Source: an optimization exercise on an open RTL-to-GDS flow (aim: small area, a short achievable clock period and few clock cycles per item). Production flows keep margins and buffers that such runs may drop. Function was not checked in any run shown here: the RTL went through the layout flow alone. Power is estimated from default activity; no workload was simulated.

==> flow/design.v (outline; a module is shown in full before it is edited, if it fits) <==
// module tag: 2441 lines
// module mxs: 3 lines
// module mxi: 3 lines
// module fa3: 4 lines
// module rsdp_tag: 29 lines
module rsdp_tag (
   input          clk,
   input          rst,
   input          start,
   input          csel,
   input          ssel,
   input  [237:0] b,
   input  [237:0] a,
   input  [135:0] y,
   input  [135:0] x,
   input  [6:0]   e,
   output         ready,
   output         done,
   output [6:0]   u
);
  // ...
==> flow/flow/run.sh <==
#!/bin/bash
# Standard ORFS layout (the standard.sh, unchanged synthesis), except:
# - the port buffers that global placement inserts are buf_1 cells instead of
#   the default delay buffers (every input and output port still gets one);
# - clock tree synthesis uses clkbuf_8 leaf buffers, clusters of up to 16
#   sinks and no dummy loads, which makes a smaller clock tree.
set -euo pipefail
export BUFFER_PORTS_ARGS="-buffer_cell sky130_fd_sc_hd__buf_1"
export CTS_ARGS="-sink_clustering_enable -repair_clock_nets -dont_use_dummy_load -buf_list {sky130_fd_sc_hd__clkbuf_8} -sink_clustering_size 16 -sink_clustering_max_diameter 100"
bash standard.sh > orfs_make.log 2>&1
==> flow/standard.sh <==
#!/bin/bash
# synth_recipe.tcl (not shown) runs the flow's synth.tcl, then flattens the netlist and writes it again
# the make line also repeats each setting of config.mk as NAME=value (left out here)
make -C /OpenROAD-flow-scripts/flow DESIGN_CONFIG=/design/flow/config.mk WORK_HOME=/design/flow/orfs CLKGATE_MAP_FILE= SYNTH_SCRIPT=/design/flow/synth_recipe.tcl "${@:-finish}"
==> flow/config.mk <==
export PLATFORM = sky130hd
export DESIGN_NAME = rsdp_tag
export DESIGN_NICKNAME = rsdp_tag
export VERILOG_FILES = /design/flow/design.v
export SDC_FILE = /design/flow/constraint.sdc
export NUM_CORES = 4
export LEC_CHECK = 0
export CAP_MARGIN = 20
export CORE_MARGIN = 2
export CORE_UTILIZATION = 35
export GPL_ROUTABILITY_DRIVEN = 0
export SETUP_SLACK_MARGIN = 5
export SLEW_MARGIN = 20
export SYNTH_HIERARCHICAL = 1
export SYNTH_MINIMUM_KEEP_SIZE = 0
==> flow/constraint.sdc <==
create_clock -name core_clock -period 8.0 [get_ports {clk}]
set_input_delay 1.6000 -clock core_clock [delete_from_list [all_inputs] [get_ports {clk}]]
set_output_delay 1.6000 -clock core_clock [all_outputs]
set_load 0.01 [all_outputs]
==> run_results.csv, run 1 <==
group,metric,value,unit
setup_path,crit_chain,"fa_2, fa_1, fa_1, fa_2, fa_1",
timing,setup_viol,0,
final_layout,clock_buffers,23,
cts,cts_max_level,1,
power_and_ir_drop,switchingPower,7.22,mW
cts,cts_setup_buffers,9,
final_layout,clock_cell_area_share,1.14,%
global_routing,use_met3,2.30,%
timing,fmax,324,MHz
hold_path,hp-start,"vld[1]$_SDFF_PP0_",
power_and_ir_drop,intPower,8.15,mW
setup_path,critPathMaxFanout,1,
synth,synthMuxAreaShare,17.0,%
cts,clockBufferDepth,3,
cts,clkSlewWorstSetupHoldPaths,0.10,ns
global_routing,grt_first_pass_wirelength,115000,um
timing,hold_viol,0,
final_layout,top_register,"core.ur",
synth,synthTopCellsByArea,"dfxtp_1, fa_1, o22ai_1",
power_and_ir_drop,power,15.4,mW
final_layout,drive_gt1_share,9.34,%
synth,syn_area,0.0220,mm2
placed_design,dp_hpwl,66600,um
synth,synth_commonest_cells,"o22ai_1, mux2i_1, dfxtp_1",
placed_design,io_buffers,767,
synth,ys_types,37,
floorplanning,core_area,0.0619,mm2
final_layout,buffer_area_share,12.3,%
final_layout,multiInputCombCellCount,1633,
setup_path,critPathKind,"reg -> reg",
synth,synth_compound_area_share,21.3,%
power_and_ir_drop,p_per_area,554,mW/mm2
synth,synth.avg_cell_area,10.6,um2
final_layout,syn_to_final_growth,26.1,%
setup_path,crit_cells,5,
timing,tightest_slew,0.705,ns
route,drt_first_pass_iters,8,
outcome,status,"complete, no violations",
global_routing,gr-usage-met1,29.5,%
hold_path,holdPathStages,1,
final_layout,utilization,44.8,%
placed_design,placedInstanceArea,0.0258,mm2
==> run 2, diff against run 1 <==
--- a/flow/config.mk
+++ b/flow/config.mk
@@ -9,7 +9,7 @@
 export CORE_MARGIN = 2
 export CORE_UTILIZATION = 35
 export GPL_ROUTABILITY_DRIVEN = 0
-export SETUP_SLACK_MARGIN = 5
+export SETUP_SLACK_MARGIN = 4.85
 export SLEW_MARGIN = 20
 export SYNTH_HIERARCHICAL = 1
 export SYNTH_MINIMUM_KEEP_SIZE = 0
==> run 2 against run 1 <==
Effect of this change:
- still clean on timing, DRC and antenna
- maximum frequency decreased by 0.53%
- largest cell class unchanged
- clock skew up 0.0039 ns
- core utilization decreased by 0.85 points
- worst hold slack better by 0.0079 ns
- critical path type unchanged
- power fell by 2.2%
- largest power group unchanged
- clock power down 2%
- sequential cell count stayed put
==> run_results.csv, run 2 <==
group,metric,value,unit
timing,hold_viol,0,
floorplanning,pin_count,769,
final_layout,utilization,43.9,%
timing,fin_setup_tns,0,ns
synth,synthTopCellsByArea,"dfxtp_1, fa_1, o22ai_1",
outcome,status,"complete, no violations",
setup_path,cp_data_arrival_time,3.62,ns
placed_design,io_buffers,767,
final_layout,largest_reg_flops,7,
global_routing,grt_max_degree,121,
cts,hold_buffers,0,
synth,ys_seq_elements,297,
route,drt_iter0_drc,1246,
route,drt-wirelength-per-cell,21.7,um
final_layout,drive_gt1_share,5.92,%
setup_path,end_kind,"flip-flop",
power_and_ir_drop,switchingPower,7.15,mW
timing,slew-limit-headroom,44.5,%
timing,tightest_slew,0.809,ns
final_layout,syn_to_final_growth,23.7,%
route,vias,20026,
route,ant_nets,0,
cts,clkSlewWorstSetupHoldPaths,0.10,ns
synth,synth_ff_type,"dfxtp_1",
synth,synth_top_cell_area_share,27.0,%
synth,postSynthCellCount,2077,
global_routing,grt_pass1_vias,19926,
cts,clockBufferDepth,3,
final_layout,top_register,"core.ur",
synth,syn_area,0.0220,mm2
final_layout,final_cell_mix,"buf_1, o22ai_1, dfxtp_1",
cts,clkSinkCount,297,
timing,setup_ws,4.90,ns
timing,fin_worst_skew,0.0522,ns
placed_design,dp_hpwl,66800,um
floorplanning,rows,91,
power_and_ir_drop,seqPwrFrac,15.7,%
cts,cts_root_buf,"clkbuf_8",
cts,numCtsBuffers,23,
timing,fmax,322,MHz
power_and_ir_drop,power.share.switching,47.6,%
route,viasPerCell,5.44,
route,drt_first_pass_iters,6,
floorplanning,start_util,35.5,%
synth,synth_commonest_cells,"o22ai_1, mux2i_1, dfxtp_1",
floorplanning,die_area,0.0649,mm2
final_layout,nets,3845,
timing,fin_crit,3.10,ns
floorplanning,die_h,255,um
cts,tritoncts,"done",
cts,clk_latency,0.59,ns
setup_path,critPathMaxFanout,12,
placed_design,dpl_worst_slack,3.50,ns
synth,ys_seq_area_share,27.0,%
floorplanning,die_w,255,um
route,wl,79900,um
run,cap_violations,0,
final_layout,fillers,5926,
setup_path,critPathKind,"reg -> reg",
setup_path,rrSetupSlack,4.90,ns
cts,cts_max_level,1,
final_layout,top_regs,"core.ur x7, vld x3",
power_and_ir_drop,intPower,7.88,mW
synth,synth-warning-count,8,
synth,synth_edf_count,0,
power_and_ir_drop,p_per_area,552,mW/mm2
synth,syn_nets,3081,
power_and_ir_drop,power.leakage,9.74,nW
power_and_ir_drop,vdd_drop_max,0.00104,V
synth,yosysMostFrequentCell,"o22ai_1",
floorplanning,core_area,0.0619,mm2
power_and_ir_drop,pwr-share-clk,4.8,%
synth,synth.avg_cell_area,10.6,um2
global_routing,antenna_found_initial,3,
global_routing,overflow,0,
route,drc,0,
timing,period_share,38.8,%
timing,maxSlewViolCount,0,
timing,rsz0062_at_grt,"true",
synth,ys_types,37,
hold_path,hp-class,"reg -> reg",
setup_path,cp.required,8.51,ns
setup_path,start_kind,"flip-flop",
global_routing,grt.total_usage,22.9,%
global_routing,grt_first_pass_wirelength,113000,um
synth,synth.largest_area_cell,"dfxtp_1",
power_and_ir_drop,pwr-share-comb,79.5,%
timing,setup_viol,0,
final_layout,final_common_cell,"buf_1",
synth,ys_async_sr_fraction,0,%
run 2: final timing paths:
path	cells after the start	to	start
setup reg to reg	8	core.ur[5]$_DFF_P_	core.q2_5_1$_DFF_P_
setup / recovery	8	core.ur[5]$_DFF_P_	core.q2_5_1$_DFF_P_
hold / removal	1	vld[2]$_SDFF_PP0_	vld[1]$_SDFF_PP0_
hold reg to reg	1	vld[2]$_SDFF_PP0_	vld[1]$_SDFF_PP0_
run 2: critical path: stages, from the launching register on:
cell	delay [ns]
dfxtp_1	0.33
fa_1	0.56
fa_1	0.46
fa_1	0.56
ha_4	0.36
or4b_1	0.47
o22ai_1	0.13
a311oi_1	0.06
o211ai_1	0.10
run 2: what timing repair did:
item / CTS / global route
gates resized for setup: 125 / 67
endpoints found under the setup margin: 247 / 254
pin swaps: 3 / 20
endpoints found under the hold margin: 0 / 0
setup buffers: 0 / 2
gates cloned: 1 / 3
run 2: area by class of cell:
type | instances | area [um2] | area share [%]
multi-input cells | 1633 | 16400 | 60.1
clock buffers | 23 | 317 | 1.16
repair buffers | 778 | 3130 | 11.5
well taps | 837 | 1050 | 3.85
inverters | 108 | 405 | 1.49
diodes | 3 | 7.51 | 0.0276
flip-flops and latches | 297 | 5950 | 21.9
run 2: routing by layer:
metal  part of all wire, %  track usage [%]
met1                    41             28.5
met2                    52             42.5
met3                   4.5             2.44
met4                   2.1             4.53
met5                     0                0
run 2: Yosys stat by module, one instance, submodules excluded:
| module | copies in the design | flops+latches | cells inside |
|---|---|---|---|
| rsdp_tag | 1 | 3 | 8 |
| tag | 1 | 294 | 750 |
| mxi | 714 | 0 | 1 |
| fa3 | 231 | 0 | 1 |
| mxs | 374 | 0 | 1 |
run 2: metrics by stage:
step                hold WS (ns)  area, um2  power [mW]  instances
floorplan                  0.414      22000        9.78       2077
global placement           0.424      25800        12.4       3647
detailed placement         0.430      25800        12.8       3647
CTS                        0.458      26800        14.0       3671
global route               0.473      27200        16.4       3679
finish                     0.448      27200        15.0       3679
run 2: kinds of logic (layout without fill, tap and decap cells):
| logic type | count (synthesis) | after routing | share of synthesized area [%] |
|---|---|---|---|
| flip-flops | 297 | 297 | 27.0 |
| adder cells (fa/ha/maj) | 244 | 244 | 21.8 |
| multiplexers | 374 | 374 | 17.0 |
| AO/OA/AOI/OAI | 745 | 745 | 21.3 |
| other | 1 | 4 | 0.0170 |
| buffers and inverters | 147 | 909 | 2.58 |
| AND/OR/NAND/NOR | 27 | 27 | 0.671 |
| XOR/XNOR | 242 | 242 | 9.64 |
run 2: power by group through the flow:
stage	logic, mW	clock network [mW]	registers [mW]
2_1_floorplan	7.47	0	2.31
3_3_place_gp	10.0	0	2.39
3_5_place_dp	10.4	0	2.39
4_1_cts	10.9	0.766	2.36
5_1_grt	13.2	0.814	2.40
6_report	11.9	0.729	2.36

-- re-timing with driven ports --
How much do the figures lean on ideal ports? The routed layouts below were timed once more, with nothing changed but the port constraints. Step 1: set_driving_cell puts a clkbuf_16 on clk and a buf_2 on each other input, an assumption about the parent block. Step 2, shift: input delay + t, output delay - t, t = (earliest + latest rising clock arrival at the registers) / 2. This alone moves slack from input paths to output paths. a / b / c = ideal / step 1 / step 2; a / b = the first two.
run | t, ns | slack for setup (ns) | clock arrival spread, ns | cell pins on the clock port's net
run 1 | 0.643 | 4.913 / 4.886 / 4.243 | 0.049 / 0.048 | 1
run 2 | 0.627 | 4.897 / 4.897 / 4.312 | 0.054 / 0.054 | 1
After both steps every run listed still meets setup and hold. The setup slack of run 1, which loses most, moves by -0.027 ns with the drivers and by -0.670 ns with both steps.
